Background: an optimization exercise with open tools, aiming at small area and a short achievable clock period. Do not read the settings as production practice. Only simulation tests tie the RTL to the original design; equivalence was not proved. Power is estimated from default activity; no workload was simulated.

==> design/flow/design.v <==
`timescale 1ns / 1ps
module vec_multi_core #(
    parameter int LEN = 32,
    parameter int DATA_WIDTH = 8
) (
    input logic clk,
    input logic rst_n,
    input logic i_data_valid,
    input logic i_load_weight,
    input logic [LEN*DATA_WIDTH-1:0] i_data,
    input logic [2*LEN-1:0] i_weight,
    output logic o_data_ready,
    output logic signed [31:0] o_result
);
  logic [LEN-1:0] wp, wn;
  logic wv;
  always_ff @(posedge clk) begin
    if (i_load_weight) begin
      for (int i = 0; i < LEN; i++) begin
        wp[i] <= i_weight[2*i+1] & ~i_weight[2*i];
        wn[i] <= ~i_weight[2*i+1] & ~i_weight[2*i];
      end
    end
  end
  always_ff @(posedge clk or negedge rst_n) begin
    if (!rst_n) wv <= 1'b0;
    else if (i_load_weight) wv <= 1'b1;
  end
  logic [LEN*DATA_WIDTH-1:0] zq;
  always_comb begin
    for (int i = 0; i < LEN; i++) begin
      for (int j = 0; j < DATA_WIDTH; j++) begin
        if (j == DATA_WIDTH - 1) zq[8*i+j] = i_data[8*i+j] ? wp[i] : wn[i];
        else zq[8*i+j] = ~(i_data[8*i+j] ? wp[i] : wn[i]);
      end
    end
  end
  logic [134:0] r1;
  logic [49:0] r2;
  logic [22:0] r3;
  logic s1;
  logic c2;
  logic s3;
  logic c4;
  logic s5;
  logic c6;
  logic s7;
  logic c8;
  logic s9;
  logic c10;
  logic s11;
  logic c12;
  logic s13;
  logic c14;
  logic s15;
  logic c16;
  logic s17;
  logic c18;
  logic s19;
  logic c20;
  logic i21;
  logic s22;
  logic c23;
  logic s24;
  logic c25;
  logic s26;
  logic c27;
  logic s28;
  logic c29;
  logic s30;
  logic c31;
  logic s32;
  logic c33;
  logic s34;
  logic c35;
  logic s36;
  logic c37;
  logic s38;
  logic c39;
  logic s40;
  logic c41;
  logic s42;
  logic c43;
  logic s44;
  logic c45;
  logic s46;
  logic c47;
  logic s48;
  logic c49;
  logic s50;
  logic c51;
  logic s52;
  logic c53;
  logic s54;
  logic c55;
  logic s56;
  logic c57;
  logic s58;
  logic c59;
  logic s60;
  logic c61;
  logic s62;
  logic c63;
  logic s64;
  logic c65;
  logic s66;
  logic c67;
  logic s68;
  logic c69;
  logic s70;
  logic c71;
  logic s72;
  logic c73;
  logic s74;
  logic c75;
  logic i76;
  logic s77;
  logic c78;
  logic s79;
  logic c80;
  logic s81;
  logic c82;
  logic s83;
  logic c84;
  logic s85;
  logic c86;
  logic s87;
  logic c88;
  logic s89;
  logic c90;
  logic s91;
  logic c92;
  logic s93;
  logic c94;
  logic s95;
  logic c96;
  logic s97;
  logic c98;
  logic s99;
  logic c100;
  logic s101;
  logic c102;
  logic s103;
  logic c104;
  logic s105;
  logic c106;
  logic s107;
  logic c108;
  logic s109;
  logic c110;
  logic s111;
  logic c112;
  logic s113;
  logic c114;
  logic s115;
  logic c116;
  logic s117;
  logic c118;
  logic s119;
  logic c120;
  logic s121;
  logic c122;
  logic s123;
  logic c124;
  logic s125;
  logic c126;
  logic s127;
  logic c128;
  logic s129;
  logic c130;
  logic s131;
  logic c132;
  logic s133;
  logic c134;
  logic s135;
  logic c136;
  logic s137;
  logic c138;
  logic s139;
  logic c140;
  logic s141;
  logic c142;
  logic s143;
  logic c144;
  logic s145;
  logic c146;
  logic s147;
  logic c148;
  logic s149;
  logic c150;
  logic s151;
  logic c152;
  logic s153;
  logic c154;
  logic s155;
  logic c156;
  logic s157;
  logic c158;
  logic s159;
  logic c160;
  logic s161;
  logic c162;
  logic s163;
  logic c164;
  logic s165;
  logic c166;
  logic s167;
  logic c168;
  logic s169;
  logic c170;
  logic s171;
  logic c172;
  logic s173;
  logic c174;
  logic s175;
  logic c176;
  logic s177;
  logic c178;
  logic s179;
  logic c180;
  logic s181;
  logic c182;
  logic s183;
  logic c184;
  logic s185;
  logic c186;
  logic s187;
  logic c188;
  logic s189;
  logic c190;
  logic s191;
  logic c192;
  logic s193;
  logic c194;
  logic s195;
  logic c196;
  logic s197;
  logic c198;
  logic s199;
  logic c200;
  logic s201;
  logic c202;
  logic s203;
  logic c204;
  logic s205;
  logic c206;
  logic s207;
  logic c208;
  logic s209;
  logic c210;
  logic s211;
  logic c212;
  logic s213;
  logic c214;
  logic s215;
  logic c216;
  logic s217;
  logic c218;
  logic s219;
  logic c220;
  logic s221;
  logic c222;
  logic s223;
  logic c224;
  logic s225;
  logic c226;
  logic s227;
  logic c228;
  logic s229;
  logic c230;
  logic s231;
  logic c232;
  logic s233;
  logic c234;
  logic s235;
  logic c236;
  logic s237;
  logic c238;
  logic s239;
  logic c240;
  logic s241;
  logic c242;
  logic s243;
  logic c244;
  logic s245;
  logic c246;
  logic s247;
  logic c248;
  logic s249;
  logic c250;
  logic s251;
  logic c252;
  logic s253;
  logic c254;
  logic s255;
  logic c256;
  logic s257;
  logic c258;
  logic s259;
  logic c260;
  logic s261;
  logic c262;
  logic s263;
  logic c264;
  logic s265;
  logic c266;
  logic s267;
  logic c268;
  logic s269;
  logic c270;
  logic s271;
  logic c272;
  logic s273;
  logic c274;
  logic s275;
  logic c276;
  logic s277;
  logic c278;
  logic s279;
  logic c280;
  logic s281;
  logic c282;
  logic s283;
  logic c284;
  logic s285;
  logic c286;
  logic s287;
  logic c288;
  logic s289;
  logic c290;
  logic s291;
  logic c292;
  logic s293;
  logic c294;
  logic s295;
  logic c296;
  logic s297;
  logic c298;
  logic s299;
  logic c300;
  logic s301;
  logic c302;
  logic s303;
  logic c304;
  logic s305;
  logic c306;
  logic s307;
  logic c308;
  logic i309;
  logic s310;
  logic c311;
  logic s312;
  logic c313;
  logic s314;
  logic c315;
  logic i316;
  logic s317;
  logic c318;
  logic i319;
  logic s320;
  logic c321;
  logic s322;
  logic c323;
  logic s324;
  logic c325;
  logic s326;
  logic c327;
  logic s328;
  logic c329;
  logic s330;
  logic c331;
  logic i332;
  logic s333;
  logic c334;
  logic i335;
  logic s336;
  logic c337;
  logic s338;
  logic c339;
  logic s340;
  logic c341;
  logic s342;
  logic c343;
  logic s344;
  logic c345;
  logic s346;
  logic c347;
  logic s348;
  logic c349;
  logic s350;
  logic c351;
  logic s352;
  logic c353;
  logic s354;
  logic c355;
  logic s356;
  logic c357;
  logic s358;
  logic c359;
  logic s360;
  logic c361;
  logic s362;
  logic c363;
  logic s364;
  logic c365;
  logic s366;
  logic c367;
  logic s368;
  logic c369;
  logic s370;
  logic c371;
  logic s372;
  logic c373;
  logic i374;
  logic s375;
  logic c376;
  logic s377;
  logic c378;
  logic s379;
  logic c380;
  logic s381;
  logic c382;
  logic s383;
  logic c384;
  logic s385;
  logic c386;
  logic s387;
  logic c388;
  logic s389;
  logic c390;
  logic s391;
  logic c392;
  logic s393;
  logic c394;
  logic s395;
  logic c396;
  logic s397;
  logic c398;
  logic s399;
  logic c400;
  logic s401;
  logic c402;
  logic s403;
  logic c404;
  logic s405;
  logic c406;
  logic s407;
  logic c408;
  logic s409;
  logic c410;
  logic s411;
  logic c412;
  logic s413;
  logic c414;
  logic s415;
  logic c416;
  logic s417;
  logic c418;
  logic s419;
  logic c420;
  logic s421;
  logic c422;
  logic s423;
  logic c424;
  logic s425;
  logic c426;
  logic s427;
  logic c428;
  logic s429;
  logic c430;
  logic s431;
  logic c432;
  logic s433;
  logic c434;
  logic s435;
  logic c436;
  logic s437;
  logic c438;
  logic s439;
  logic c440;
  logic s441;
  logic c442;
  logic s443;
  logic c444;
  logic s445;
  logic c446;
  logic s447;
  logic c448;
  logic s449;
  logic c450;
  logic s451;
  logic c452;
  logic s453;
  logic c454;
  logic s455;
  logic c456;
  logic s457;
  logic c458;
  logic s459;
  logic c460;
  logic s461;
  logic c462;
  logic s463;
  logic c464;
  logic s465;
  logic c466;
  logic s467;
  logic c468;
  logic s469;
  logic c470;
  logic s471;
  logic c472;
  logic s473;
  logic c474;
  logic s475;
  logic c476;
  logic s477;
  logic c478;
  logic s479;
  logic c480;
  logic s481;
  logic c482;
  logic s483;
  logic c484;
  logic i485;
  logic s486;
  logic c487;
  logic i488;
  logic s489;
  logic c490;
  logic s491;
  logic c492;
  logic i493;
  logic s494;
  logic c495;
  logic s496;
  logic c497;
  logic i498;
  logic s499;
  logic c500;
  logic i501;
  logic s502;
  logic c503;
  logic s504;
  logic c505;
  logic s506;
  logic c507;
  logic s508;
  logic c509;
  logic s510;
  logic c511;
  logic s512;
  logic c513;
  logic s514;
  logic c515;
  logic s516;
  logic c517;
  logic s518;
  logic c519;
  logic s520;
  logic c521;
  logic s522;
  logic c523;
  logic s524;
  logic c525;
  logic s526;
  logic c527;
  logic s528;
  logic c529;
  logic s530;
  logic c531;
  logic s532;
  logic c533;
  logic s534;
  logic c535;
  logic s536;
  logic c537;
  logic s538;
  logic c539;
  logic s540;
  logic c541;
  logic s542;
  logic c543;
  logic i544;
  logic s545;
  logic c546;
  logic s547;
  logic c548;
  logic s549;
  logic c550;
  logic s551;
  logic c552;
  logic s553;
  logic c554;
  logic s555;
  logic c556;
  logic s557;
  logic c558;
  logic s559;
  logic c560;
  logic s561;
  logic c562;
  vmc_fa u_s1 (.a(wn[0]), .b(wn[1]), .c(wn[2]), .s(s1), .co(c2));
  vmc_fa u_s3 (.a(wn[3]), .b(wn[4]), .c(wn[5]), .s(s3), .co(c4));
  vmc_fa u_s5 (.a(wn[6]), .b(wn[7]), .c(wn[8]), .s(s5), .co(c6));
  vmc_fa u_s7 (.a(wn[9]), .b(wn[10]), .c(wn[11]), .s(s7), .co(c8));
  vmc_fa u_s9 (.a(wn[12]), .b(wn[13]), .c(wn[14]), .s(s9), .co(c10));
  vmc_fa u_s11 (.a(wn[15]), .b(wn[16]), .c(wn[17]), .s(s11), .co(c12));
  vmc_fa u_s13 (.a(wn[18]), .b(wn[19]), .c(wn[20]), .s(s13), .co(c14));
  vmc_fa u_s15 (.a(wn[21]), .b(wn[22]), .c(wn[23]), .s(s15), .co(c16));
  vmc_fa u_s17 (.a(wn[24]), .b(wn[25]), .c(wn[26]), .s(s17), .co(c18));
  vmc_fa u_s19 (.a(wn[27]), .b(wn[28]), .c(wn[29]), .s(s19), .co(c20));
  assign i21 = ~zq[0];
  vmc_fa u_s22 (.a(wn[30]), .b(wn[31]), .c(i21), .s(s22), .co(c23));
  vmc_fa u_s24 (.a(zq[8]), .b(zq[16]), .c(zq[24]), .s(s24), .co(c25));
  vmc_fa u_s26 (.a(zq[32]), .b(zq[40]), .c(zq[48]), .s(s26), .co(c27));
  vmc_fa u_s28 (.a(zq[56]), .b(zq[64]), .c(zq[72]), .s(s28), .co(c29));
  vmc_fa u_s30 (.a(zq[80]), .b(zq[88]), .c(zq[96]), .s(s30), .co(c31));
  vmc_fa u_s32 (.a(zq[104]), .b(zq[112]), .c(zq[120]), .s(s32), .co(c33));
  vmc_fa u_s34 (.a(zq[128]), .b(zq[136]), .c(zq[144]), .s(s34), .co(c35));
  vmc_fa u_s36 (.a(zq[152]), .b(zq[160]), .c(zq[168]), .s(s36), .co(c37));
  vmc_fa u_s38 (.a(zq[176]), .b(zq[184]), .c(zq[192]), .s(s38), .co(c39));
  vmc_fa u_s40 (.a(zq[200]), .b(zq[208]), .c(zq[216]), .s(s40), .co(c41));
  vmc_fa u_s42 (.a(zq[224]), .b(zq[232]), .c(zq[240]), .s(s42), .co(c43));
  vmc_fa u_s44 (.a(s1), .b(s3), .c(s5), .s(s44), .co(c45));
  vmc_fa u_s46 (.a(s7), .b(s9), .c(s11), .s(s46), .co(c47));
  vmc_fa u_s48 (.a(s13), .b(s15), .c(s17), .s(s48), .co(c49));
  vmc_fa u_s50 (.a(zq[248]), .b(s24), .c(s26), .s(s50), .co(c51));
  vmc_fa u_s52 (.a(s28), .b(s30), .c(s32), .s(s52), .co(c53));
  vmc_fa u_s54 (.a(s34), .b(s36), .c(s38), .s(s54), .co(c55));
  vmc_fa u_s56 (.a(zq[1]), .b(zq[9]), .c(zq[17]), .s(s56), .co(c57));
  vmc_fa u_s58 (.a(zq[25]), .b(zq[33]), .c(zq[41]), .s(s58), .co(c59));
  vmc_fa u_s60 (.a(zq[49]), .b(zq[57]), .c(zq[65]), .s(s60), .co(c61));
  vmc_fa u_s62 (.a(zq[73]), .b(zq[81]), .c(zq[89]), .s(s62), .co(c63));
  vmc_fa u_s64 (.a(zq[97]), .b(zq[105]), .c(zq[113]), .s(s64), .co(c65));
  vmc_fa u_s66 (.a(zq[121]), .b(zq[129]), .c(zq[137]), .s(s66), .co(c67));
  vmc_fa u_s68 (.a(zq[145]), .b(zq[153]), .c(zq[161]), .s(s68), .co(c69));
  vmc_fa u_s70 (.a(zq[169]), .b(zq[177]), .c(zq[185]), .s(s70), .co(c71));
  vmc_fa u_s72 (.a(zq[193]), .b(zq[201]), .c(zq[209]), .s(s72), .co(c73));
  vmc_fa u_s74 (.a(zq[217]), .b(zq[225]), .c(zq[233]), .s(s74), .co(c75));
  assign i76 = ~c2;
  vmc_fa u_s77 (.a(zq[241]), .b(zq[249]), .c(i76), .s(s77), .co(c78));
  vmc_fa u_s79 (.a(c4), .b(c6), .c(c8), .s(s79), .co(c80));
  vmc_fa u_s81 (.a(c10), .b(c12), .c(c14), .s(s81), .co(c82));
  vmc_fa u_s83 (.a(c16), .b(c18), .c(c20), .s(s83), .co(c84));
  vmc_fa u_s85 (.a(c25), .b(c27), .c(c29), .s(s85), .co(c86));
  vmc_fa u_s87 (.a(c31), .b(c33), .c(c35), .s(s87), .co(c88));
  vmc_fa u_s89 (.a(c37), .b(c39), .c(c41), .s(s89), .co(c90));
  vmc_fa u_s91 (.a(c43), .b(s56), .c(s58), .s(s91), .co(c92));
  vmc_fa u_s93 (.a(s60), .b(s62), .c(s64), .s(s93), .co(c94));
  vmc_fa u_s95 (.a(s66), .b(s68), .c(s70), .s(s95), .co(c96));
  vmc_fa u_s97 (.a(zq[2]), .b(zq[10]), .c(zq[18]), .s(s97), .co(c98));
  vmc_fa u_s99 (.a(zq[26]), .b(zq[34]), .c(zq[42]), .s(s99), .co(c100));
  vmc_fa u_s101 (.a(zq[50]), .b(zq[58]), .c(zq[66]), .s(s101), .co(c102));
  vmc_fa u_s103 (.a(zq[74]), .b(zq[82]), .c(zq[90]), .s(s103), .co(c104));
  vmc_fa u_s105 (.a(zq[98]), .b(zq[106]), .c(zq[114]), .s(s105), .co(c106));
  vmc_fa u_s107 (.a(zq[122]), .b(zq[130]), .c(zq[138]), .s(s107), .co(c108));
  vmc_fa u_s109 (.a(zq[146]), .b(zq[154]), .c(zq[162]), .s(s109), .co(c110));
  vmc_fa u_s111 (.a(zq[170]), .b(zq[178]), .c(zq[186]), .s(s111), .co(c112));
  vmc_fa u_s113 (.a(zq[194]), .b(zq[202]), .c(zq[210]), .s(s113), .co(c114));
  vmc_fa u_s115 (.a(zq[218]), .b(zq[226]), .c(zq[234]), .s(s115), .co(c116));
  vmc_fa u_s117 (.a(zq[242]), .b(zq[250]), .c(c57), .s(s117), .co(c118));
  vmc_fa u_s119 (.a(c59), .b(c61), .c(c63), .s(s119), .co(c120));
  vmc_fa u_s121 (.a(c65), .b(c67), .c(c69), .s(s121), .co(c122));
  vmc_fa u_s123 (.a(c71), .b(c73), .c(c75), .s(s123), .co(c124));
  vmc_fa u_s125 (.a(c80), .b(c82), .c(c84), .s(s125), .co(c126));
  vmc_fa u_s127 (.a(s97), .b(s99), .c(s101), .s(s127), .co(c128));
  vmc_fa u_s129 (.a(s103), .b(s105), .c(s107), .s(s129), .co(c130));
  vmc_fa u_s131 (.a(s109), .b(s111), .c(s113), .s(s131), .co(c132));
  vmc_fa u_s133 (.a(zq[3]), .b(zq[11]), .c(zq[19]), .s(s133), .co(c134));
  vmc_fa u_s135 (.a(zq[27]), .b(zq[35]), .c(zq[43]), .s(s135), .co(c136));
  vmc_fa u_s137 (.a(zq[51]), .b(zq[59]), .c(zq[67]), .s(s137), .co(c138));
  vmc_fa u_s139 (.a(zq[75]), .b(zq[83]), .c(zq[91]), .s(s139), .co(c140));
  vmc_fa u_s141 (.a(zq[99]), .b(zq[107]), .c(zq[115]), .s(s141), .co(c142));
  vmc_fa u_s143 (.a(zq[123]), .b(zq[131]), .c(zq[139]), .s(s143), .co(c144));
  vmc_fa u_s145 (.a(zq[147]), .b(zq[155]), .c(zq[163]), .s(s145), .co(c146));
  vmc_fa u_s147 (.a(zq[171]), .b(zq[179]), .c(zq[187]), .s(s147), .co(c148));
  vmc_fa u_s149 (.a(zq[195]), .b(zq[203]), .c(zq[211]), .s(s149), .co(c150));
  vmc_fa u_s151 (.a(zq[219]), .b(zq[227]), .c(zq[235]), .s(s151), .co(c152));
  vmc_fa u_s153 (.a(zq[243]), .b(zq[251]), .c(c98), .s(s153), .co(c154));
  vmc_fa u_s155 (.a(c100), .b(c102), .c(c104), .s(s155), .co(c156));
  vmc_fa u_s157 (.a(c106), .b(c108), .c(c110), .s(s157), .co(c158));
  vmc_fa u_s159 (.a(c112), .b(c114), .c(c116), .s(s159), .co(c160));
  vmc_fa u_s161 (.a(s133), .b(s135), .c(s137), .s(s161), .co(c162));
  vmc_fa u_s163 (.a(s139), .b(s141), .c(s143), .s(s163), .co(c164));
  vmc_fa u_s165 (.a(s145), .b(s147), .c(s149), .s(s165), .co(c166));
  vmc_fa u_s167 (.a(zq[4]), .b(zq[12]), .c(zq[20]), .s(s167), .co(c168));
  vmc_fa u_s169 (.a(zq[28]), .b(zq[36]), .c(zq[44]), .s(s169), .co(c170));
  vmc_fa u_s171 (.a(zq[52]), .b(zq[60]), .c(zq[68]), .s(s171), .co(c172));
  vmc_fa u_s173 (.a(zq[76]), .b(zq[84]), .c(zq[92]), .s(s173), .co(c174));
  vmc_fa u_s175 (.a(zq[100]), .b(zq[108]), .c(zq[116]), .s(s175), .co(c176));
  vmc_fa u_s177 (.a(zq[124]), .b(zq[132]), .c(zq[140]), .s(s177), .co(c178));
  vmc_fa u_s179 (.a(zq[148]), .b(zq[156]), .c(zq[164]), .s(s179), .co(c180));
  vmc_fa u_s181 (.a(zq[172]), .b(zq[180]), .c(zq[188]), .s(s181), .co(c182));
  vmc_fa u_s183 (.a(zq[196]), .b(zq[204]), .c(zq[212]), .s(s183), .co(c184));
  vmc_fa u_s185 (.a(zq[220]), .b(zq[228]), .c(zq[236]), .s(s185), .co(c186));
  vmc_fa u_s187 (.a(zq[244]), .b(zq[252]), .c(c134), .s(s187), .co(c188));
  vmc_fa u_s189 (.a(c136), .b(c138), .c(c140), .s(s189), .co(c190));
  vmc_fa u_s191 (.a(c142), .b(c144), .c(c146), .s(s191), .co(c192));
  vmc_fa u_s193 (.a(c148), .b(c150), .c(c152), .s(s193), .co(c194));
  vmc_fa u_s195 (.a(s167), .b(s169), .c(s171), .s(s195), .co(c196));
  vmc_fa u_s197 (.a(s173), .b(s175), .c(s177), .s(s197), .co(c198));
  vmc_fa u_s199 (.a(s179), .b(s181), .c(s183), .s(s199), .co(c200));
  vmc_fa u_s201 (.a(zq[5]), .b(zq[13]), .c(zq[21]), .s(s201), .co(c202));
  vmc_fa u_s203 (.a(zq[29]), .b(zq[37]), .c(zq[45]), .s(s203), .co(c204));
  vmc_fa u_s205 (.a(zq[53]), .b(zq[61]), .c(zq[69]), .s(s205), .co(c206));
  vmc_fa u_s207 (.a(zq[77]), .b(zq[85]), .c(zq[93]), .s(s207), .co(c208));
  vmc_fa u_s209 (.a(zq[101]), .b(zq[109]), .c(zq[117]), .s(s209), .co(c210));
  vmc_fa u_s211 (.a(zq[125]), .b(zq[133]), .c(zq[141]), .s(s211), .co(c212));
  vmc_fa u_s213 (.a(zq[149]), .b(zq[157]), .c(zq[165]), .s(s213), .co(c214));
  vmc_fa u_s215 (.a(zq[173]), .b(zq[181]), .c(zq[189]), .s(s215), .co(c216));
  vmc_fa u_s217 (.a(zq[197]), .b(zq[205]), .c(zq[213]), .s(s217), .co(c218));
  vmc_fa u_s219 (.a(zq[221]), .b(zq[229]), .c(zq[237]), .s(s219), .co(c220));
  vmc_fa u_s221 (.a(zq[245]), .b(zq[253]), .c(c168), .s(s221), .co(c222));
  vmc_fa u_s223 (.a(c170), .b(c172), .c(c174), .s(s223), .co(c224));
  vmc_fa u_s225 (.a(c176), .b(c178), .c(c180), .s(s225), .co(c226));
  vmc_fa u_s227 (.a(c182), .b(c184), .c(c186), .s(s227), .co(c228));
  vmc_fa u_s229 (.a(s201), .b(s203), .c(s205), .s(s229), .co(c230));
  vmc_fa u_s231 (.a(s207), .b(s209), .c(s211), .s(s231), .co(c232));
  vmc_fa u_s233 (.a(s213), .b(s215), .c(s217), .s(s233), .co(c234));
  vmc_fa u_s235 (.a(zq[6]), .b(zq[14]), .c(zq[22]), .s(s235), .co(c236));
  vmc_fa u_s237 (.a(zq[30]), .b(zq[38]), .c(zq[46]), .s(s237), .co(c238));
  vmc_fa u_s239 (.a(zq[54]), .b(zq[62]), .c(zq[70]), .s(s239), .co(c240));
  vmc_fa u_s241 (.a(zq[78]), .b(zq[86]), .c(zq[94]), .s(s241), .co(c242));
  vmc_fa u_s243 (.a(zq[102]), .b(zq[110]), .c(zq[118]), .s(s243), .co(c244));
  vmc_fa u_s245 (.a(zq[126]), .b(zq[134]), .c(zq[142]), .s(s245), .co(c246));
  vmc_fa u_s247 (.a(zq[150]), .b(zq[158]), .c(zq[166]), .s(s247), .co(c248));
  vmc_fa u_s249 (.a(zq[174]), .b(zq[182]), .c(zq[190]), .s(s249), .co(c250));
  vmc_fa u_s251 (.a(zq[198]), .b(zq[206]), .c(zq[214]), .s(s251), .co(c252));
  vmc_fa u_s253 (.a(zq[222]), .b(zq[230]), .c(zq[238]), .s(s253), .co(c254));
  vmc_fa u_s255 (.a(zq[246]), .b(zq[254]), .c(c202), .s(s255), .co(c256));
  vmc_fa u_s257 (.a(c204), .b(c206), .c(c208), .s(s257), .co(c258));
  vmc_fa u_s259 (.a(c210), .b(c212), .c(c214), .s(s259), .co(c260));
  vmc_fa u_s261 (.a(c216), .b(c218), .c(c220), .s(s261), .co(c262));
  vmc_fa u_s263 (.a(s235), .b(s237), .c(s239), .s(s263), .co(c264));
  vmc_fa u_s265 (.a(s241), .b(s243), .c(s245), .s(s265), .co(c266));
  vmc_fa u_s267 (.a(s247), .b(s249), .c(s251), .s(s267), .co(c268));
  vmc_fa u_s269 (.a(zq[7]), .b(zq[15]), .c(zq[23]), .s(s269), .co(c270));
  vmc_fa u_s271 (.a(zq[31]), .b(zq[39]), .c(zq[47]), .s(s271), .co(c272));
  vmc_fa u_s273 (.a(zq[55]), .b(zq[63]), .c(zq[71]), .s(s273), .co(c274));
  vmc_fa u_s275 (.a(zq[79]), .b(zq[87]), .c(zq[95]), .s(s275), .co(c276));
  vmc_fa u_s277 (.a(zq[103]), .b(zq[111]), .c(zq[119]), .s(s277), .co(c278));
  vmc_fa u_s279 (.a(zq[127]), .b(zq[135]), .c(zq[143]), .s(s279), .co(c280));
  vmc_fa u_s281 (.a(zq[151]), .b(zq[159]), .c(zq[167]), .s(s281), .co(c282));
  vmc_fa u_s283 (.a(zq[175]), .b(zq[183]), .c(zq[191]), .s(s283), .co(c284));
  vmc_fa u_s285 (.a(zq[199]), .b(zq[207]), .c(zq[215]), .s(s285), .co(c286));
  vmc_fa u_s287 (.a(zq[223]), .b(zq[231]), .c(zq[239]), .s(s287), .co(c288));
  vmc_fa u_s289 (.a(zq[247]), .b(zq[255]), .c(c236), .s(s289), .co(c290));
  vmc_fa u_s291 (.a(c238), .b(c240), .c(c242), .s(s291), .co(c292));
  vmc_fa u_s293 (.a(c244), .b(c246), .c(c248), .s(s293), .co(c294));
  vmc_fa u_s295 (.a(c250), .b(c252), .c(c254), .s(s295), .co(c296));
  vmc_fa u_s297 (.a(s269), .b(s271), .c(s273), .s(s297), .co(c298));
  vmc_fa u_s299 (.a(s275), .b(s277), .c(s279), .s(s299), .co(c300));
  vmc_fa u_s301 (.a(s281), .b(s283), .c(s285), .s(s301), .co(c302));
  vmc_fa u_s303 (.a(c270), .b(c272), .c(c274), .s(s303), .co(c304));
  vmc_fa u_s305 (.a(c276), .b(c278), .c(c280), .s(s305), .co(c306));
  vmc_fa u_s307 (.a(c282), .b(c284), .c(c286), .s(s307), .co(c308));
  assign i309 = ~r1[0];
  vmc_fa u_s310 (.a(i309), .b(r1[1]), .c(r1[2]), .s(s310), .co(c311));
  vmc_fa u_s312 (.a(r1[3]), .b(r1[4]), .c(r1[5]), .s(s312), .co(c313));
  vmc_fa u_s314 (.a(r1[7]), .b(r1[8]), .c(r1[9]), .s(s314), .co(c315));
  assign i316 = ~s314;
  vmc_fa u_s317 (.a(r1[6]), .b(s312), .c(i316), .s(s317), .co(c318));
  assign i319 = ~r1[12];
  vmc_fa u_s320 (.a(r1[10]), .b(r1[11]), .c(i319), .s(s320), .co(c321));
  vmc_fa u_s322 (.a(r1[13]), .b(r1[14]), .c(r1[15]), .s(s322), .co(c323));
  vmc_fa u_s324 (.a(r1[16]), .b(r1[17]), .c(r1[18]), .s(s324), .co(c325));
  vmc_fa u_s326 (.a(r1[19]), .b(r1[20]), .c(r1[21]), .s(s326), .co(c327));
  vmc_fa u_s328 (.a(r1[22]), .b(r1[23]), .c(r1[24]), .s(s328), .co(c329));
  vmc_fa u_s330 (.a(r1[25]), .b(r1[26]), .c(r1[27]), .s(s330), .co(c331));
  assign i332 = ~c313;
  vmc_fa u_s333 (.a(r1[28]), .b(i332), .c(c315), .s(s333), .co(c334));
  assign i335 = ~s326;
  vmc_fa u_s336 (.a(s322), .b(s324), .c(i335), .s(s336), .co(c337));
  vmc_fa u_s338 (.a(s328), .b(s330), .c(c311), .s(s338), .co(c339));
  vmc_fa u_s340 (.a(s320), .b(s333), .c(s338), .s(s340), .co(c341));
  vmc_fa u_s342 (.a(r1[29]), .b(r1[30]), .c(r1[31]), .s(s342), .co(c343));
  vmc_fa u_s344 (.a(r1[32]), .b(r1[33]), .c(r1[34]), .s(s344), .co(c345));
  vmc_fa u_s346 (.a(r1[35]), .b(r1[36]), .c(r1[37]), .s(s346), .co(c347));
  vmc_fa u_s348 (.a(r1[38]), .b(r1[39]), .c(r1[40]), .s(s348), .co(c349));
  vmc_fa u_s350 (.a(r1[42]), .b(r1[43]), .c(r1[44]), .s(s350), .co(c351));
  vmc_fa u_s352 (.a(r1[41]), .b(c323), .c(c325), .s(s352), .co(c353));
  vmc_fa u_s354 (.a(c327), .b(c329), .c(c331), .s(s354), .co(c355));
  vmc_fa u_s356 (.a(s342), .b(s344), .c(s346), .s(s356), .co(c357));
  vmc_fa u_s358 (.a(s348), .b(s350), .c(c321), .s(s358), .co(c359));
  vmc_fa u_s360 (.a(s354), .b(c334), .c(c339), .s(s360), .co(c361));
  vmc_fa u_s362 (.a(r1[45]), .b(r1[46]), .c(r1[47]), .s(s362), .co(c363));
  vmc_fa u_s364 (.a(r1[48]), .b(r1[49]), .c(r1[51]), .s(s364), .co(c365));
  vmc_fa u_s366 (.a(r1[52]), .b(r1[53]), .c(r1[54]), .s(s366), .co(c367));
  vmc_fa u_s368 (.a(r1[55]), .b(r1[56]), .c(r1[57]), .s(s368), .co(c369));
  vmc_fa u_s370 (.a(r1[58]), .b(r1[59]), .c(r1[60]), .s(s370), .co(c371));
  vmc_fa u_s372 (.a(c343), .b(c345), .c(c347), .s(s372), .co(c373));
  assign i374 = ~r1[50];
  vmc_fa u_s375 (.a(i374), .b(c349), .c(c351), .s(s375), .co(c376));
  vmc_fa u_s377 (.a(s362), .b(s364), .c(s366), .s(s377), .co(c378));
  vmc_fa u_s379 (.a(s368), .b(s370), .c(c355), .s(s379), .co(c380));
  vmc_fa u_s381 (.a(c357), .b(s372), .c(s375), .s(s381), .co(c382));
  vmc_fa u_s383 (.a(r1[61]), .b(r1[62]), .c(r1[63]), .s(s383), .co(c384));
  vmc_fa u_s385 (.a(r1[64]), .b(r1[65]), .c(r1[66]), .s(s385), .co(c386));
  vmc_fa u_s387 (.a(r1[67]), .b(r1[68]), .c(r1[69]), .s(s387), .co(c388));
  vmc_fa u_s389 (.a(r1[70]), .b(r1[71]), .c(r1[72]), .s(s389), .co(c390));
  vmc_fa u_s391 (.a(r1[73]), .b(r1[74]), .c(r1[75]), .s(s391), .co(c392));
  vmc_fa u_s393 (.a(c363), .b(c365), .c(c367), .s(s393), .co(c394));
  vmc_fa u_s395 (.a(c369), .b(c371), .c(s383), .s(s395), .co(c396));
  vmc_fa u_s397 (.a(s385), .b(s387), .c(s389), .s(s397), .co(c398));
  vmc_fa u_s399 (.a(s391), .b(c373), .c(c376), .s(s399), .co(c400));
  vmc_fa u_s401 (.a(c378), .b(s393), .c(s395), .s(s401), .co(c402));
  vmc_fa u_s403 (.a(r1[76]), .b(r1[77]), .c(r1[78]), .s(s403), .co(c404));
  vmc_fa u_s405 (.a(r1[79]), .b(r1[80]), .c(r1[81]), .s(s405), .co(c406));
  vmc_fa u_s407 (.a(r1[82]), .b(r1[83]), .c(r1[84]), .s(s407), .co(c408));
  vmc_fa u_s409 (.a(r1[85]), .b(r1[86]), .c(r1[87]), .s(s409), .co(c410));
  vmc_fa u_s411 (.a(r1[88]), .b(r1[89]), .c(r1[90]), .s(s411), .co(c412));
  vmc_fa u_s413 (.a(c384), .b(c386), .c(c388), .s(s413), .co(c414));
  vmc_fa u_s415 (.a(c390), .b(c392), .c(s403), .s(s415), .co(c416));
  vmc_fa u_s417 (.a(s405), .b(s407), .c(s409), .s(s417), .co(c418));
  vmc_fa u_s419 (.a(s411), .b(c394), .c(c396), .s(s419), .co(c420));
  vmc_fa u_s421 (.a(c398), .b(s413), .c(s415), .s(s421), .co(c422));
  vmc_fa u_s423 (.a(r1[91]), .b(r1[92]), .c(r1[93]), .s(s423), .co(c424));
  vmc_fa u_s425 (.a(r1[94]), .b(r1[95]), .c(r1[96]), .s(s425), .co(c426));
  vmc_fa u_s427 (.a(r1[97]), .b(r1[98]), .c(r1[99]), .s(s427), .co(c428));
  vmc_fa u_s429 (.a(r1[100]), .b(r1[101]), .c(r1[102]), .s(s429), .co(c430));
  vmc_fa u_s431 (.a(r1[103]), .b(r1[104]), .c(r1[105]), .s(s431), .co(c432));
  vmc_fa u_s433 (.a(c404), .b(c406), .c(c408), .s(s433), .co(c434));
  vmc_fa u_s435 (.a(c410), .b(c412), .c(s423), .s(s435), .co(c436));
  vmc_fa u_s437 (.a(s425), .b(s427), .c(s429), .s(s437), .co(c438));
  vmc_fa u_s439 (.a(s431), .b(c414), .c(c416), .s(s439), .co(c440));
  vmc_fa u_s441 (.a(c418), .b(s433), .c(s435), .s(s441), .co(c442));
  vmc_fa u_s443 (.a(r1[106]), .b(r1[107]), .c(r1[108]), .s(s443), .co(c444));
  vmc_fa u_s445 (.a(r1[109]), .b(r1[110]), .c(r1[111]), .s(s445), .co(c446));
  vmc_fa u_s447 (.a(r1[112]), .b(r1[113]), .c(r1[114]), .s(s447), .co(c448));
  vmc_fa u_s449 (.a(r1[115]), .b(r1[116]), .c(r1[117]), .s(s449), .co(c450));
  vmc_fa u_s451 (.a(r1[118]), .b(r1[119]), .c(r1[120]), .s(s451), .co(c452));
  vmc_fa u_s453 (.a(c424), .b(c426), .c(c428), .s(s453), .co(c454));
  vmc_fa u_s455 (.a(c430), .b(c432), .c(s443), .s(s455), .co(c456));
  vmc_fa u_s457 (.a(s445), .b(s447), .c(s449), .s(s457), .co(c458));
  vmc_fa u_s459 (.a(s451), .b(c434), .c(c436), .s(s459), .co(c460));
  vmc_fa u_s461 (.a(c438), .b(s453), .c(s455), .s(s461), .co(c462));
  vmc_fa u_s463 (.a(r1[121]), .b(r1[122]), .c(r1[123]), .s(s463), .co(c464));
  vmc_fa u_s465 (.a(r1[124]), .b(r1[125]), .c(r1[126]), .s(s465), .co(c466));
  vmc_fa u_s467 (.a(r1[127]), .b(r1[128]), .c(r1[129]), .s(s467), .co(c468));
  vmc_fa u_s469 (.a(r1[130]), .b(r1[131]), .c(c444), .s(s469), .co(c470));
  vmc_fa u_s471 (.a(c446), .b(c448), .c(c450), .s(s471), .co(c472));
  vmc_fa u_s473 (.a(c452), .b(s463), .c(s465), .s(s473), .co(c474));
  vmc_fa u_s475 (.a(s467), .b(c454), .c(c456), .s(s475), .co(c476));
  vmc_fa u_s477 (.a(c458), .b(s469), .c(s471), .s(s477), .co(c478));
  vmc_fa u_s479 (.a(r1[132]), .b(r1[133]), .c(r1[134]), .s(s479), .co(c480));
  vmc_fa u_s481 (.a(c464), .b(c466), .c(c468), .s(s481), .co(c482));
  vmc_fa u_s483 (.a(s479), .b(c470), .c(c472), .s(s483), .co(c484));
  assign i485 = ~r2[4];
  vmc_fa u_s486 (.a(r2[2]), .b(r2[3]), .c(i485), .s(s486), .co(c487));
  assign i488 = ~r2[6];
  vmc_fa u_s489 (.a(r2[5]), .b(i488), .c(r2[7]), .s(s489), .co(c490));
  vmc_fa u_s491 (.a(r2[8]), .b(r2[9]), .c(r2[10]), .s(s491), .co(c492));
  assign i493 = ~s491;
  vmc_fa u_s494 (.a(i493), .b(c487), .c(s489), .s(s494), .co(c495));
  vmc_fa u_s496 (.a(r2[12]), .b(r2[13]), .c(r2[14]), .s(s496), .co(c497));
  assign i498 = ~r2[11];
  vmc_fa u_s499 (.a(i498), .b(r2[15]), .c(r2[16]), .s(s499), .co(c500));
  assign i501 = ~c490;
  vmc_fa u_s502 (.a(c492), .b(s496), .c(i501), .s(s502), .co(c503));
  vmc_fa u_s504 (.a(r2[17]), .b(r2[18]), .c(r2[19]), .s(s504), .co(c505));
  vmc_fa u_s506 (.a(r2[20]), .b(r2[21]), .c(c497), .s(s506), .co(c507));
  vmc_fa u_s508 (.a(s504), .b(c500), .c(s506), .s(s508), .co(c509));
  vmc_fa u_s510 (.a(r2[22]), .b(r2[23]), .c(r2[24]), .s(s510), .co(c511));
  vmc_fa u_s512 (.a(r2[25]), .b(r2[26]), .c(c505), .s(s512), .co(c513));
  vmc_fa u_s514 (.a(s510), .b(c507), .c(s512), .s(s514), .co(c515));
  vmc_fa u_s516 (.a(r2[27]), .b(r2[28]), .c(r2[29]), .s(s516), .co(c517));
  vmc_fa u_s518 (.a(r2[30]), .b(r2[31]), .c(c511), .s(s518), .co(c519));
  vmc_fa u_s520 (.a(s516), .b(c513), .c(s518), .s(s520), .co(c521));
  vmc_fa u_s522 (.a(r2[32]), .b(r2[33]), .c(r2[34]), .s(s522), .co(c523));
  vmc_fa u_s524 (.a(r2[35]), .b(r2[36]), .c(c517), .s(s524), .co(c525));
  vmc_fa u_s526 (.a(s522), .b(c519), .c(s524), .s(s526), .co(c527));
  vmc_fa u_s528 (.a(r2[37]), .b(r2[38]), .c(r2[39]), .s(s528), .co(c529));
  vmc_fa u_s530 (.a(r2[40]), .b(r2[41]), .c(c523), .s(s530), .co(c531));
  vmc_fa u_s532 (.a(s528), .b(c525), .c(s530), .s(s532), .co(c533));
  vmc_fa u_s534 (.a(r2[42]), .b(r2[43]), .c(r2[44]), .s(s534), .co(c535));
  vmc_fa u_s536 (.a(r2[45]), .b(r2[46]), .c(c529), .s(s536), .co(c537));
  vmc_fa u_s538 (.a(s534), .b(c531), .c(s536), .s(s538), .co(c539));
  vmc_fa u_s540 (.a(r2[47]), .b(r2[48]), .c(r2[49]), .s(s540), .co(c541));
  vmc_fa u_s542 (.a(c535), .b(s540), .c(c537), .s(s542), .co(c543));
  assign i544 = ~r3[4];
  vmc_ha u_s545 (.a(i544), .b(r3[5]), .s(s545), .co(c546));
  assign s547 = ~(r3[7] ^ r3[8]);
  assign c548 = r3[7] | r3[8];
  assign s549 = ~(r3[9] ^ r3[10]);
  assign c550 = r3[9] | r3[10];
  assign s551 = ~(r3[11] ^ r3[12]);
  assign c552 = r3[11] | r3[12];
  assign s553 = ~(r3[13] ^ r3[14]);
  assign c554 = r3[13] | r3[14];
  assign s555 = ~(r3[15] ^ r3[16]);
  assign c556 = r3[15] | r3[16];
  assign s557 = ~(r3[17] ^ r3[18]);
  assign c558 = r3[17] | r3[18];
  assign s559 = ~(r3[19] ^ r3[20]);
  assign c560 = r3[19] | r3[20];
  assign s561 = ~(r3[21] ^ r3[22]);
  assign c562 = r3[21] | r3[22];
  logic [4:1] vld;
  logic [4:1] wvp;
  always_ff @(posedge clk or negedge rst_n) begin
    if (!rst_n) vld <= '0;
    else vld <= {vld[3:1], i_data_valid};
  end
  always_ff @(posedge clk) begin
    wvp <= {wvp[3:1], wv};
  end
  always_ff @(posedge clk) begin
      r1[0] <= s19;
      r1[1] <= s40;
      r1[2] <= s42;
      r1[3] <= s22;
      r1[4] <= s44;
      r1[5] <= s46;
      r1[6] <= s48;
      r1[7] <= s50;
      r1[8] <= s52;
      r1[9] <= s54;
      r1[10] <= s72;
      r1[11] <= s74;
      r1[12] <= c23;
      r1[13] <= c45;
      r1[14] <= c47;
      r1[15] <= c49;
      r1[16] <= s79;
      r1[17] <= s81;
      r1[18] <= s83;
      r1[19] <= s77;
      r1[20] <= c51;
      r1[21] <= c53;
      r1[22] <= c55;
      r1[23] <= s85;
      r1[24] <= s87;
      r1[25] <= s89;
      r1[26] <= s91;
      r1[27] <= s93;
      r1[28] <= s95;
      r1[29] <= s115;
      r1[30] <= c78;
      r1[31] <= c86;
      r1[32] <= c88;
      r1[33] <= c90;
      r1[34] <= c92;
      r1[35] <= c94;
      r1[36] <= c96;
      r1[37] <= s117;
      r1[38] <= s119;
      r1[39] <= s121;
      r1[40] <= s123;
      r1[41] <= s125;
      r1[42] <= s127;
      r1[43] <= s129;
      r1[44] <= s131;
      r1[45] <= s151;
      r1[46] <= c118;
      r1[47] <= c120;
      r1[48] <= c122;
      r1[49] <= c124;
      r1[50] <= c126;
      r1[51] <= c128;
      r1[52] <= c130;
      r1[53] <= c132;
      r1[54] <= s153;
      r1[55] <= s155;
      r1[56] <= s157;
      r1[57] <= s159;
      r1[58] <= s161;
      r1[59] <= s163;
      r1[60] <= s165;
      r1[61] <= s185;
      r1[62] <= c154;
      r1[63] <= c156;
      r1[64] <= c158;
      r1[65] <= c160;
      r1[66] <= c162;
      r1[67] <= c164;
      r1[68] <= c166;
      r1[69] <= s187;
      r1[70] <= s189;
      r1[71] <= s191;
      r1[72] <= s193;
      r1[73] <= s195;
      r1[74] <= s197;
      r1[75] <= s199;
      r1[76] <= s219;
      r1[77] <= c188;
      r1[78] <= c190;
      r1[79] <= c192;
      r1[80] <= c194;
      r1[81] <= c196;
      r1[82] <= c198;
      r1[83] <= c200;
      r1[84] <= s221;
      r1[85] <= s223;
      r1[86] <= s225;
      r1[87] <= s227;
      r1[88] <= s229;
      r1[89] <= s231;
      r1[90] <= s233;
      r1[91] <= s253;
      r1[92] <= c222;
      r1[93] <= c224;
      r1[94] <= c226;
      r1[95] <= c228;
      r1[96] <= c230;
      r1[97] <= c232;
      r1[98] <= c234;
      r1[99] <= s255;
      r1[100] <= s257;
      r1[101] <= s259;
      r1[102] <= s261;
      r1[103] <= s263;
      r1[104] <= s265;
      r1[105] <= s267;
      r1[106] <= s287;
      r1[107] <= c256;
      r1[108] <= c258;
      r1[109] <= c260;
      r1[110] <= c262;
      r1[111] <= c264;
      r1[112] <= c266;
      r1[113] <= c268;
      r1[114] <= s289;
      r1[115] <= s291;
      r1[116] <= s293;
      r1[117] <= s295;
      r1[118] <= s297;
      r1[119] <= s299;
      r1[120] <= s301;
      r1[121] <= c288;
      r1[122] <= c290;
      r1[123] <= c292;
      r1[124] <= c294;
      r1[125] <= c296;
      r1[126] <= c298;
      r1[127] <= c300;
      r1[128] <= c302;
      r1[129] <= s303;
      r1[130] <= s305;
      r1[131] <= s307;
      r1[132] <= c304;
      r1[133] <= c306;
      r1[134] <= c308;
  end
  always_ff @(posedge clk) begin
      r2[0] <= s310;
      r2[1] <= s317;
      r2[2] <= c318;
      r2[3] <= s336;
      r2[4] <= s340;
      r2[5] <= s352;
      r2[6] <= s356;
      r2[7] <= c337;
      r2[8] <= s358;
      r2[9] <= c341;
      r2[10] <= s360;
      r2[11] <= c353;
      r2[12] <= c359;
      r2[13] <= s377;
      r2[14] <= s379;
      r2[15] <= c361;
      r2[16] <= s381;
      r2[17] <= s397;
      r2[18] <= c380;
      r2[19] <= c382;
      r2[20] <= s399;
      r2[21] <= s401;
      r2[22] <= s417;
      r2[23] <= c400;
      r2[24] <= s419;
      r2[25] <= c402;
      r2[26] <= s421;
      r2[27] <= s437;
      r2[28] <= c420;
      r2[29] <= s439;
      r2[30] <= c422;
      r2[31] <= s441;
      r2[32] <= s457;
      r2[33] <= c440;
      r2[34] <= s459;
      r2[35] <= c442;
      r2[36] <= s461;
      r2[37] <= s473;
      r2[38] <= c460;
      r2[39] <= s475;
      r2[40] <= s477;
      r2[41] <= c462;
      r2[42] <= c474;
      r2[43] <= s481;
      r2[44] <= c476;
      r2[45] <= c478;
      r2[46] <= s483;
      r2[47] <= c480;
      r2[48] <= c482;
      r2[49] <= c484;
  end
  always_ff @(posedge clk) begin
      r3[0] <= r2[0];
      r3[1] <= r2[1];
      r3[2] <= s486;
      r3[3] <= s494;
      r3[4] <= s499;
      r3[5] <= c495;
      r3[6] <= s502;
      r3[7] <= c503;
      r3[8] <= s508;
      r3[9] <= c509;
      r3[10] <= s514;
      r3[11] <= c515;
      r3[12] <= s520;
      r3[13] <= c521;
      r3[14] <= s526;
      r3[15] <= c527;
      r3[16] <= s532;
      r3[17] <= c533;
      r3[18] <= s538;
      r3[19] <= c539;
      r3[20] <= s542;
      r3[21] <= c541;
      r3[22] <= c543;
  end
  logic [13:0] fa, fb, res;
  assign fa = {1'b1, 1'b1, ~s561, ~s559, ~s557, ~s555, ~s553, ~s551, ~s549, ~s547, ~r3[6], r3[3], r3[2], ~r3[0]};
  assign fb = {1'b0, ~c562, ~c560, ~c558, ~c556, ~c554, ~c552, ~c550, ~c548, c546, s545, 1'b0, 1'b0, r3[1]};
  always_ff @(posedge clk) res <= wvp[3] ? fa + fb : '0;
  assign o_result = {{18{res[13]}}, res};
  assign o_data_ready = vld[4];
endmodule
module vmc_fa (
    input  logic a,
    input  logic b,
    input  logic c,
    output logic s,
    output logic co
);
  assign s  = a ^ b ^ c;
  assign co = (a & b) | (a & c) | (b & c);
endmodule
module vmc_ha (
    input  logic a,
    input  logic b,
    output logic s,
    output logic co
);
  assign s  = a ^ b;
  assign co = a & b;
endmodule
==> design/flow/flow/run.sh <==
#!/bin/bash
# Standard layout, except that the port buffers are buf_1 cells instead of the delay cells
# buffer_ports picks by default.
export BUFFER_PORTS_ARGS="-buffer_cell sky130_fd_sc_hd__buf_1"
bash standard.sh > standard.log 2>&1
==> design/flow/standard.sh <==
#!/bin/bash
# synth_recipe.tcl (not shown) runs the flow's synth.tcl, then flattens the netlist and writes it again
# the make line also repeats each setting of config.mk as NAME=value (left out here)
make -C /OpenROAD-flow-scripts/flow DESIGN_CONFIG=/design/flow/config.mk WORK_HOME=/design/flow/orfs CLKGATE_MAP_FILE= SYNTH_SCRIPT=/design/flow/synth_recipe.tcl "${@:-finish}"
==> design/flow/config.mk <==
export PLATFORM = sky130hd
export DESIGN_NAME = vec_multi_core
export DESIGN_NICKNAME = vec_multi_core
export VERILOG_FILES = /design/flow/design.v
export SDC_FILE = /design/flow/constraint.sdc
export NUM_CORES = 4
export LEC_CHECK = 0
export CAP_MARGIN = 20
export CORE_MARGIN = 2
export CORE_UTILIZATION = 40
export SETUP_SLACK_MARGIN = 0.9
export SLEW_MARGIN = 20
export SYNTH_HIERARCHICAL = 1
==> design/flow/constraint.sdc <==
create_clock -name core_clock -period 3.0 [get_ports {clk}]
set_input_delay 0.6000 -clock core_clock [delete_from_list [all_inputs] [get_ports {clk}]]
set_output_delay 0.6000 -clock core_clock [all_outputs]
set_load 0.01 [all_outputs]
==> run summary, run 1 <==
status=finished clean; Worst path max stage delay=0.50 ns; worst hold start=i_data_valid; clk root buf=clkbuf_16; die width=203 um; maxcap violations=0; syn avg cell area=between 15 and 20 um^2; RSZ-0062 raised after global routing=yes; worst r2r dst=r1[7]$_DFF_P_; GPL Wtd Cong=0.873; # rows=72; DRT antenna net count=0; Seq/Total Area, Yosys=41.3%; worst-path cell chain=buf_4, mux2i_1, fa_1, fa_1; Die Area=41300 um^2; dpl ws=0.753 ns; Max IR drop VDD=0.476 mV; H-tree Lvls=2; Port Buffers=about 360; latest clock arrival within the worst-skew pair=0.53 ns; Cells after Synth=between 1000 and 1500; number of global-route vias before repair=~11000; Clock Tree Buf Depth=3; number of diodes=0; routed length per instance=21.9 um; post-route setup slack=0.928 ns; worst r2r src=wn[6]$_DFFE_PP_; Vias=9339; post-synth top area share=between 30% and 40%; Via density=4.74; total gr overflow=0; worst-path fanout max=5; clock period minus final worst setup slack=~2.1 ns; synth top area cells=fa_1, dfxtp_1, mux2i_1, edfxtp_1, mux2_2; Core ar.=38900 um^2; Yosys cell types=38; Layout Cells excl Fill=1971; commonest cells in the netlist=fa_1, dfxtp_1, mux2i_1; total negative slack=0 ns; io pins=roughly 360; Slew Viols, Final=0; power density over the cells=1070 nW/um^2; post-synthesis instance area=15900 um^2; Crit path max-delay family=adder cells; Mapped Nets=1661; most frequent cell after synthesis=fa_1; period utilization=69.1%; layout cell share with drive strength beyond 1=11.0%; router iterations before antenna repair=4; max_slew headroom=57.5%; Leak=approximately 0.0078 uW; crit path DAT=2.48 ns; Hold Vio Cnt, Final=0; total track usage=a little over a fifth; leading area contributor after synthesis=fa_1; number of buffers and inverters on the critical path=1; Nets=2040; Setup crit start kind=flop; Fmax=483 MHz; Hold Path Cell Cnt=1; final HPWL from detailed placement=between 30000 and 40000 um; worst hold-check path type=input port to flop; flop2flop setup slack=a little over 0.9 ns; Starting Density=between 40 and 50%; CP max-delay cell=edfxtp_1; clk sinks=approximately 300; DRT iter0 DRCs=about 330; # DRC=0; layout overhead on the synthesized area=22.0%; Worst-path clk slew=~0.06 ns; Synth Flop Type=dfxtp_1; die height=~200 um; Crit. End Element=flop; Setup CP Type=flop to flop; Post-Place Cells=between 1500 and 2000; CP most frequent cell=fa_1; largest net degree at the start of global routing=28; synth warn=7; worst path required time=~3.4 ns; worst-margin pin slew=0.637 ns; antenna violations before repair=1; Post-synth EDFFs=64; total CTS buffers=34; hold endpoint=vld[1]$_DFF_PN0_; Util after Layout=between 40% and 50%; Finished Cell Area=19400 um^2; first-pass GRT wire length=63600 um; #FFs+latches synth=294; Final setup viols=0; placed cell area=between 15000 and 20000 um^2; DRT Wirelength=43100 um; fraction of registers with async set or reset after synthesis=1.70%; clock tree from TritonCTS=yes; Worst Reg-to-Reg Cells=4; clk_skew=0.0206 ns
## power breakdown
| group | switching [uW] | total (uW) | internal [uW] |
|---|---|---|---|
| registers | 1190 | 6980 | 5790 |
| logic | 4730 | 9160 | 4430 |
| clock network | 1700 | 4560 | 2850 |
## cell type report
type | instances | area (um^2)
timing repair buffer | 392 | 1610
multi-input combinational | 673 | 9160
inverter | 34 | 128
tap | 518 | 648
clock buffer | 44 | 1060
clock inverter | 16 | 203
sequential | 294 | 6550
fill | 3420 | 19600
## per-stage QoR
step / power, uW / hold WS (ns)
floorplan: 12200 / 0.304
detailed placement: 15500 / 0.313
finish: 20700 / 0.166
global placement: 15300 / 0.314
CTS: 20400 / 0.143
global route: 22500 / 0.143
## timing repair
| item | 4_1_cts | 5_1_grt |
|---|---|---|
| resized for setup | 7 | 28 |
| endpoints found under the setup margin | 5 | 10 |
| pin swaps | 2 | 7 |
| hold endpoints to repair | 5 | 0 |
| hold buffers | 1 | 0 |
| setup buffers | 7 | 25 |
## registers in the layout, indices dropped and copies added (netlist names)
register / cells
wvp: 3
r1: 135
wv: 1
r3: 23
wp: 32
res: 14
vld: 4
wn: 32
r2: 50
## logic make-up after synthesis
logic type,count (synthesis),share of synthesized area (%)
flops,294,41.3
buf+inv,83,2.39
xor+xnor,7,0.386
mux,258,16.5
fa+ha+maj,287,35.2
simple gates,99,3.19
compound gates,22,1.01
## placed cells by master (no fill, tap or decap), drive strengths merged, types with 3 or more instances in the layout
cell,Yosys,routed
xnor2,3,3
nand2b,3,3
inv,33,38
dfxtp,225,225
nand2,5,5
fa,266,266
clkbuf,31,46
xor2,4,4
nor3,6,6
bufinv,0,4
dfrtp,5,5
nor2,42,42
o21ai,4,4
ha,21,21
nor2b,33,33
and2,3,3
buf,18,389
mux2,33,33
a21oi,5,5
clkinv,1,8
mux2i,225,225
edfxtp,64,64
## how the worst max path moves through the flow
stage / from / end / slack [ns] / cells after the start
after floorplan: i_data[7] / r1[118]$_DFF_P_ / 0.98 / 3
after detailed placement: i_data[103] / r1[119]$_DFF_P_ / 0.75 / 4
after global routing: wn[10]$_DFFE_PP_ / r1[43]$_DFF_P_ / 0.87 / 4
final: wn[6]$_DFFE_PP_ / r1[7]$_DFF_P_ / 0.93 / 4
after CTS: wn[21]$_DFFE_PP_ / r1[41]$_DFF_P_ / 0.87 / 3
after global placement: i_data[103] / r1[119]$_DFF_P_ / 0.78 / 4
## per-layer routing
metal | up-vias | GRT usage (%) | share of wire [%]
li1 | 4257 | - | -
met2 | 297 | 38.1 | 52
met3 | 57 | 4.22 | 4.5
met5 | - | 0 | 0
met4 | 0 | 6.36 | 2.6
met1 | 4728 | 26.2 | 41
## modules after synthesis (local to each module, per instance)
module / area (um^2) / cells inside / flip-flops and latches
vmc_ha: 12.5 / 1 / 0
vmc_fa: 20.0 / 1 / 0
vec_multi_core: 10600 / 784 / 294
==> run 2: changes to the inputs <==
==> design/flow/flow/run.sh (replaced) <==
#!/bin/bash
# Standard layout, except that the port buffers are buf_2 cells instead of the delay cells
# buffer_ports picks by default.
export BUFFER_PORTS_ARGS="-buffer_cell sky130_fd_sc_hd__buf_2"
bash standard.sh > standard.log 2>&1
--- a/design/flow/config.mk
+++ b/design/flow/config.mk
@@ -9,5 +9,4 @@
 export CORE_MARGIN = 2
 export CORE_UTILIZATION = 40
-export SETUP_SLACK_MARGIN = 0.9
 export SLEW_MARGIN = 20
 export SYNTH_HIERARCHICAL = 1
==> run 2 against run 1 <==
Still clean on timing, DRC and antenna; critical path depth fell by 1; final cell count fell by 1.2%; synthesized area did not move; register-to-register slack got worse by 0.14 ns; clock skew fell by 0.0029 ns; combinational power fell by 7.8%; clock power fell by 4%; worst hold slack improved by 0.026 ns; synthesized cell count did not move; design area fell by 0.24%; count of clock-buffer cells in the layout rose by 7; die area did not move; critical endpoint is now r1[41]$_DFF_P_; largest cell class unchanged; largest power group unchanged.
==> run summary, run 2 <==
Core ar.=38900 um^2 (unchanged); Nets=2008 (-1.6%); Final setup viols=0 (unchanged); Clk pwr share=22.1% (about the same); most frequent cells in the layout=buf_2, fa_1, mux2i_1, dfxtp_1, edfxtp_1; Largest regs=r1 (135), r2 (50); clk sinks=294 (unchanged); post-synth top area share=33.6% (unchanged); number of global-route vias before repair=10700 (-0.037%); worst r2r src=wn[3]$_DFFE_PP_; CP startpoint=wn[3]$_DFFE_PP_; total negative slack=0 ns (unchanged); clk root buf=clkbuf_16; Die Area=41300 um^2 (unchanged); final HPWL from detailed placement=36200 um (+0.58%); # DRC=0 (unchanged); Vias=9079 (-2.8%); # rows=72 (unchanged); number of buffers and inverters on the critical path=0 (-1); Sequential Power Share=35.2% (+1.5 points); Worst-path clk slew=0.06 ns (about the same); placed cell area=18100 um^2 (+2.5%); Psw=7240 uW (-5.0%); total track usage=21.2% (-0.22 points); Seq/Total Area, Yosys=41.3% (unchanged); post-CTS sizing=0 (-7); H-tree Lvls=2 (unchanged); Hold Vio Cnt, Final=0 (unchanged); clock period minus final worst setup slack=2.21 ns (+0.137 ns); commonest cells in the netlist=fa_1, dfxtp_1, mux2i_1; Crit path max-delay family=adder cells; clock tree from TritonCTS=yes; Post-synth EDFFs=64 (unchanged); Setup CP Type=flop to flop; #FFs+latches synth=294 (unchanged); routed length per instance=21.8 um (-0.43%); syn avg cell area=15.1 um^2 (unchanged); latest clock arrival within the worst-skew pair=0.52 ns (about the same); Fmax=453 MHz (-6.2%); DRT antenna net count=0 (unchanged); RSZ-0062 raised after global routing=no; Clock Tree Buf Depth=3 (unchanged); post-synthesis instance area=15900 um^2 (unchanged); die height=203 um (unchanged); DRT iter0 DRCs=320 (-4.2%); power density over the cells=1020 nW/um^2 (-4.2%); io pins=357 (unchanged); Mapped Nets=1661 (unchanged); first-pass GRT wire length=63300 um (-0.41%); Switching Share=36.6% (-0.22 points); Finished Cell Area=19300 um^2 (-0.24%); Cells after Synth=1050 (unchanged); max_slew headroom=64.9% (+7.3 points); Setup crit start kind=flop; Largest register FFs=135 (unchanged); worst hold start=i_data_valid; synth warn=7 (unchanged); fraction of registers with async set or reset after synthesis=1.70% (unchanged); GPL Wtd Cong=0.841 (-3.7%); Fillers=3422 (+0.058%); Slew Viols, Final=0 (unchanged); synth top area cells=fa_1, dfxtp_1, mux2i_1, edfxtp_1, mux2_2; worst-margin pin slew=0.527 ns (-0.110 ns); worst-path cell chain=fa_1, fa_1, fa_1; Crit. End Element=flop; worst-path fanout max=9 (+4); Logic pwr share=42.7% (-1.6 points); clk_skew=0.0177 ns (-0.00290 ns); CP most frequent cell=fa_1; largest register by flop count=r1; antenna violations before repair=9 (+8); Worst path max stage delay=0.56 ns (+0.06 ns); Leak=0.00860 uW (+10%); layout overhead on the synthesized area=21.7%; period utilization=73.6% (+4.6 points); Util after Layout=49.6% (-0.12 points); Synth Flop Type=dfxtp_1; Starting Density=40.8% (unchanged); die width=203 um (unchanged); Max IR drop VDD=0.531 mV (+12%); router iterations before antenna repair=4 (unchanged); worst path required time=3.39 ns (-0.02 ns); most frequent cell after synthesis=fa_1; layout cell share with drive strength beyond 1=31.7% (+21 points); crit path DAT=2.60 ns (+0.12 ns); maxcap violations=0 (unchanged); status=finished clean; total gr overflow=0 (unchanged); CP max-delay cell=edfxtp_1; leading area contributor after synthesis=fa_1; largest net degree at the start of global routing=48 (+71%); Yosys cell types=38 (unchanged); Via density=4.66 (-1.6%); Port Buffers=356 (unchanged); worst hold-check path type=input port to flop; DRT Wirelength=42400 um (-1.6%); Int Pwr=12500 uW (-4.1%); total CTS buffers=35 (+2.9%); commonest non-fill, non-tap cell in the layout=buf_2
-- run 2: cell counts after synthesis --
No cell type changed its count.
-- run 2: what timing repair did --
item	in CTS	in global routing
hold endpoints to repair	5	0
buffers inserted	0	0
hold buffers	1	0
-- run 2: layout make-up --
class	count	area, um^2	area share (%)
Multi-Input combinational cell	673	8940	46.3
Sequential cell	294	6550	33.9
Timing Repair Buffer	359	1820	9.42
Clock buffer	51	1080	5.60
Tap cell	518	648	3.36
Inverter	34	128	0.661
Clock inverter	11	125	0.648
Antenna cell	8	20.0	0.104
-- run 2: kinds of logic (layout without fill, tap and decap cells) --
logic type,after synthesis,after routing,share of synthesized area (%)
AND/OR/NAND/NOR,99,99,3.19
multiplexers,258,258,16.5
flip-flops,294,294,41.3
XOR/XNOR,7,7,0.386
AO/OA/AOI/OAI,22,22,1.01
buffers and inverters,83,455,2.39
other,0,8,0
adder cells (fa/ha/maj),287,287,35.2
-- run 2: per-stage QoR --
step	std cells	hold WS, ns	setup slack, ns	total power [uW]
3_3_place_gp	1877	0.312	0.792	15500
6_report	1948	0.192	0.791	19800
5_1_grt	1947	0.175	0.628	21400
4_1_cts	1940	0.167	0.775	20100
2_1_floorplan	1050	0.304	0.982	12200
3_5_place_dp	1877	0.313	0.787	15600
-- run 2: Yosys stat by module, one instance, submodules excluded --
module          flops+latches  area, um^2  copies in the design  cells
vmc_fa                      0        20.0                   265      1
vmc_ha                      0        12.5                     1      1
vec_multi_core            294       10600                     1    784
-- run 2: worst paths after layout --
kind                                          to  slack [ns]  cells past startpoint
worst max register to register    r1[41]$_DFF_P_        0.79                      3
worst min register to register     r3[0]$_DFF_P_        0.32                      0
min in group asynchronous       vld[4]$_DFF_PN0_        0.43                      2
max in group asynchronous         wv$_DFFE_PN0P_        2.44                      2
worst min-delay path            vld[1]$_DFF_PN0_        0.19                      1
worst max-delay path              r1[41]$_DFF_P_        0.79                      3
-- run 2: power by group through the flow --
stage	clock network, uW	logic [uW]	registers [uW]
2_1_floorplan	0	5680	6550
4_1_cts	4460	8630	7020
3_3_place_gp	0	8400	7090
6_report	4360	8450	6960
5_1_grt	4630	9690	7130
3_5_place_dp	0	8540	7100
-- run 2: layer usage --
metal | track usage [%] | wire length [um] | share of wire (%) | vias up
li1 | - | - | - | 4193
met1 | 25.7 | 17100 | 40 | 4565
met2 | 37.9 | 22300 | 53 | 264
met3 | 4.14 | 2150 | 5.1 | 57
met4 | 6.75 | 948 | 2.2 | 0
met5 | 0 | 0 | 0 | -

afterwards: timing with drivers on the ports:
Ports are ideal in the flow. The routed layouts listed here were re-timed in OpenROAD.
Step 1 (the two cells are an assumption about what drives the block):
set clk [get_ports {clk}]
set_driving_cell -lib_cell sky130_fd_sc_hd__clkbuf_16 $clk
set_driving_cell -lib_cell sky130_fd_sc_hd__buf_2 [delete_from_list [all_inputs] $clk]
Step 2 times the ports against the registers' clock, not the clock port: input delays grow and output delays shrink by t, the midpoint of the rising clock arrivals with the driver on.
Three values: ideal ports, drivers, drivers and shift; two values: the first two.
run	shift t [ns]	slack for setup (ns)	worst hold slack (ns)
run 1	0.580	0.928 / 0.928 / 0.758	0.166 / 0.144 / 0.324
run 2	0.570	0.791 / 0.791 / 0.783	0.192 / 0.164 / 0.325
After both steps every run listed still meets setup and hold. The setup slack of run 1, which loses most, moves by 0.000 ns with the drivers and by -0.170 ns with both steps.
